From an optimization exercise on the open Yosys and OpenROAD flow, aimed at small area and a short achievable clock period; shortcuts taken in it are not production practice.
In this exercise RTL edits were held to simulation tests only and were not proved equivalent to the original.
No activity file was given, so power comes from the tool's default toggle rates.

==> run a <==
// datapath
module datapath(datapath_in, vsel, writenum, write, readnum, clk, loada, loadb, shift, asel, bsel, ALUop, loadc, loads, datapath_out, Z_out);
export LEC_CHECK = 0
export CAP_MARGIN = 20
export CORE_MARGIN = 2
export CORE_UTILIZATION = 65
export SETUP_SLACK_MARGIN = 2.3
export SLEW_MARGIN = 20
export SYNTH_HIERARCHICAL = 1
export SYNTH_MINIMUM_KEEP_SIZE = 0
create_clock -name core_clock -period 5.0 [get_ports {clk}]
standard.sh (not shown) runs the stock make flow with config.mk's settings and CLKGATE_MAP_FILE= SYNTH_SCRIPT=/design/flow/synth_recipe.tcl, a recipe that flattens the netlist after the stock synthesis.
==> flow/flow/run.sh <==
#!/bin/bash
# Layout flow: the standard flow (standard.sh, unchanged synthesis) with
# smaller port buffers and no dummy clock loads. Each tool's full output
# stays in orfs/logs/; make's own output goes to flow_make.log here.
set -euo pipefail
bash standard.sh \
  "BUFFER_PORTS_ARGS=-buffer_cell sky130_fd_sc_hd__buf_2" \
  "CTS_ARGS=-sink_clustering_enable -repair_clock_nets -dont_use_dummy_load -buf_list sky130_fd_sc_hd__clkbuf_8" \
  finish > flow_make.log 2>&1
==> inputs of run b, as changes to run a <==
--- a/flow/flow/run.sh
+++ b/flow/flow/run.sh
@@ -5,5 +5,5 @@
 set -euo pipefail
 bash standard.sh \
   "BUFFER_PORTS_ARGS=-buffer_cell sky130_fd_sc_hd__buf_2" \
-  "CTS_ARGS=-sink_clustering_enable -repair_clock_nets -dont_use_dummy_load -buf_list sky130_fd_sc_hd__clkbuf_8" \
+  "CTS_ARGS=-sink_clustering_enable -repair_clock_nets -dont_use_dummy_load" \
   finish > flow_make.log 2>&1
--- a/flow/config.mk
+++ b/flow/config.mk
@@ -8,7 +8,7 @@
 export CAP_MARGIN = 20
 export CORE_MARGIN = 2
 export CORE_UTILIZATION = 65
-export SETUP_SLACK_MARGIN = 2.3
+export SETUP_SLACK_MARGIN = 3.0
 export SLEW_MARGIN = 20
 export SYNTH_HIERARCHICAL = 1
 export SYNTH_MINIMUM_KEEP_SIZE = 0
==> comparison <==
Run a completed without violations. Run b passed the timing, design-rule and antenna checks.
Against run b, the cell area of run a is smaller by 4.5%.
Of run b and run a, run a has the higher fmax (gap 1.9%, measured against run a).
In count of clock-buffer cells in the layout, run a and run b do not differ.
In run b the sequential share of layout area is lower than in run a, by 2.4 points.
Of run b and run a, run b has the higher first-iteration DRC count (gap about 4%, measured against run a).

* * *

==> nickel <==
Another version of the RTL of datapath (not shown whole).
Design datapath, start of the top module:
module datapath(datapath_in, vsel, writenum, write, readnum, clk, loada, loadb, shift, asel, bsel, ALUop, loadc, loads, datapath_out, Z_out);
  input write, clk, loada, loadb, vsel, asel, bsel, loadc, loads;
  input [1:0] shift, ALUop;
  input [2:0] writenum, readnum;
  input [15:0] datapath_in;
  output [15:0] datapath_out;
  output Z_out;
  reg [15:0] R0, R1, R2, R3, R4, R5, R6, R7;
  reg [15:0] A, B, C;
  reg S;
  wire [15:0] wdata = vsel ? datapath_in : C;
  always @(posedge clk) begin
    if (write && writenum == 3'd0) R0 <= wdata;
    if (write && writenum == 3'd1) R1 <= wdata;
    if (write && writenum == 3'd2) R2 <= wdata;
    if (write && writenum == 3'd3) R3 <= wdata;
    if (write && writenum == 3'd4) R4 <= wdata;
    if (write && writenum == 3'd5) R5 <= wdata;
    if (write && writenum == 3'd6) R6 <= wdata;
    if (write && writenum == 3'd7) R7 <= wdata;
  end
  wire [7:0] rsel = 8'b1 << readnum;
  wire [15:0] rdata;
  genvar i;
  generate
    for (i = 0; i < 16; i = i + 1) begin : rd
      read_bit u(.r({R7[i], R6[i], R5[i], R4[i], R3[i], R2[i], R1[i], R0[i]}), .s(rsel), .q(rdata[i]));
    end
  endgenerate
  always @(posedge clk) begin
    if (loada) A <= rdata;
    if (loadb) B <= rdata;
  end
  wire [15:0] c_next;
  wire s_next;
  alu16 u_alu(.a(A), .b(B), .imm(datapath_in[4:0]), .asel(asel), .bsel(bsel), .shift(shift),
              .op(ALUop), .loadc(loadc), .loads(loads), .c_q(C), .s_q(S),
              .d_c(c_next), .d_s(s_next));
  always @(posedge clk) begin
    C <= c_next;
    S <= s_next;
  end
  assign datapath_out = C;
  assign Z_out = S;
endmodule
Settings: LEC_CHECK=0, CAP_MARGIN=20, CORE_MARGIN=2, CORE_UTILIZATION=60, PLACE_DENSITY=0.7, SETUP_SLACK_MARGIN=2.3, SLEW_MARGIN=20, SYNTH_HIERARCHICAL=1, SYNTH_MINIMUM_KEEP_SIZE=0; clock period 5.0 ns.
==> flow/flow/run.sh <==
#!/bin/bash
# Layout flow: the standard flow (standard.sh, unchanged synthesis) with
# smaller port buffers, smaller clock buffers and no dummy clock loads. Each tool's full output
# stays in orfs/logs/; make's own output goes to flow_make.log here.
set -euo pipefail
bash standard.sh \
  "BUFFER_PORTS_ARGS=-buffer_cell sky130_fd_sc_hd__buf_1" \
  "CTS_ARGS=-sink_clustering_enable -repair_clock_nets -dont_use_dummy_load -buf_list sky130_fd_sc_hd__clkbuf_8" \
  finish > flow_make.log 2>&1
==> inputs of xenon, as changes to nickel <==
--- a/flow/flow/run.sh
+++ b/flow/flow/run.sh
@@ -5,5 +5,5 @@
 set -euo pipefail
 bash standard.sh \
-  "BUFFER_PORTS_ARGS=-buffer_cell sky130_fd_sc_hd__buf_1" \
+  "BUFFER_PORTS_ARGS=-buffer_cell sky130_fd_sc_hd__buf_2" \
   "CTS_ARGS=-sink_clustering_enable -repair_clock_nets -dont_use_dummy_load -buf_list sky130_fd_sc_hd__clkbuf_8" \
   finish > flow_make.log 2>&1
CORE_UTILIZATION = 65   (was 60)
PLACE_DENSITY = not set   (was 0.7)
SETUP_SLACK_MARGIN = 2.6   (was 2.3)
==> inputs of delta, as changes to nickel <==
--- a/flow/flow/run.sh
+++ b/flow/flow/run.sh
@@ -5,5 +5,5 @@
 set -euo pipefail
 bash standard.sh \
-  "BUFFER_PORTS_ARGS=-buffer_cell sky130_fd_sc_hd__buf_1" \
-  "CTS_ARGS=-sink_clustering_enable -repair_clock_nets -dont_use_dummy_load -buf_list sky130_fd_sc_hd__clkbuf_8" \
+  "BUFFER_PORTS_ARGS=-buffer_cell sky130_fd_sc_hd__buf_2" \
+  "CTS_ARGS=-sink_clustering_enable -repair_clock_nets -dont_use_dummy_load -buf_list sky130_fd_sc_hd__clkbuf_8 -sink_clustering_size 30 -sink_clustering_max_diameter 100" \
   finish > flow_make.log 2>&1
CORE_UTILIZATION = 65   (was 60)
PLACE_DENSITY = not set   (was 0.7)
==> comparison table <==
Clock Latency Late Sink: xenon 450 ps; nickel 440 ps; delta 440 ps
Power drawn by the clock network: xenon 0.729 mW; nickel 0.718 mW; delta 0.711 mW
Post-DR wirelength/cell: xenon 22.3 µm; nickel 21.3 µm; delta 21.2 µm
Worst slew pin tran: xenon 1100 ps; nickel 1080 ps; delta 1100 ps
Worst Setup SP: xenon shift[1]; nickel shift[0]; delta shift[0]
Share of power burned in the clock network: xenon 21.1%; nickel 21.7%; delta 21.5%
Clock network share of area: xenon 2.26%; nickel 2.40%; delta 2.39%
Met3 Track Usage GR: xenon 6.02%; nickel 5.69%; delta 5.10%
Run status: xenon complete, no violations; nickel complete, no violations; delta complete, no violations
Comb power frac: xenon 26.5%; nickel 23.6%; delta 24.0%
Sequential fraction of design power: xenon 52.4%; nickel 54.7%; delta 54.5%
Number of logic inverters in the finished layout: xenon 26; nickel 25; delta 26
Layout Area Growth over Synthesis: xenon 25.2%; nickel 17.6%; delta 18.1%

re-timing with driven ports:
How much do the figures lean on ideal ports? The routed layouts below were timed once more, with nothing changed but the port constraints.
Step 1 assumes that a clkbuf_16 drives the clock port and a buf_2 every other input.
Step 2, shift: input delay + t, output delay - t, t = (earliest + latest rising clock arrival at the registers) / 2. This alone moves slack from input paths to output paths.
a / b / c = ideal ports / drivers / drivers and shift; a / b = the first two.
run	t (ns)	setup WS [ns]	cell pins on the clock port's net
run a	0.478	2.270 / 2.257 / 1.779	1
run b	0.463	2.217 / 2.205 / 1.743	1
nickel	0.463	2.363 / 2.353 / 1.890	1
xenon	0.471	2.484 / 2.471 / 2.000	1
delta	0.467	2.326 / 2.311 / 1.845	1
After both steps every run listed still meets setup and hold. For run a, which loses most, drivers alone change the setup slack by -0.013 ns; drivers and shift together by -0.491 ns.
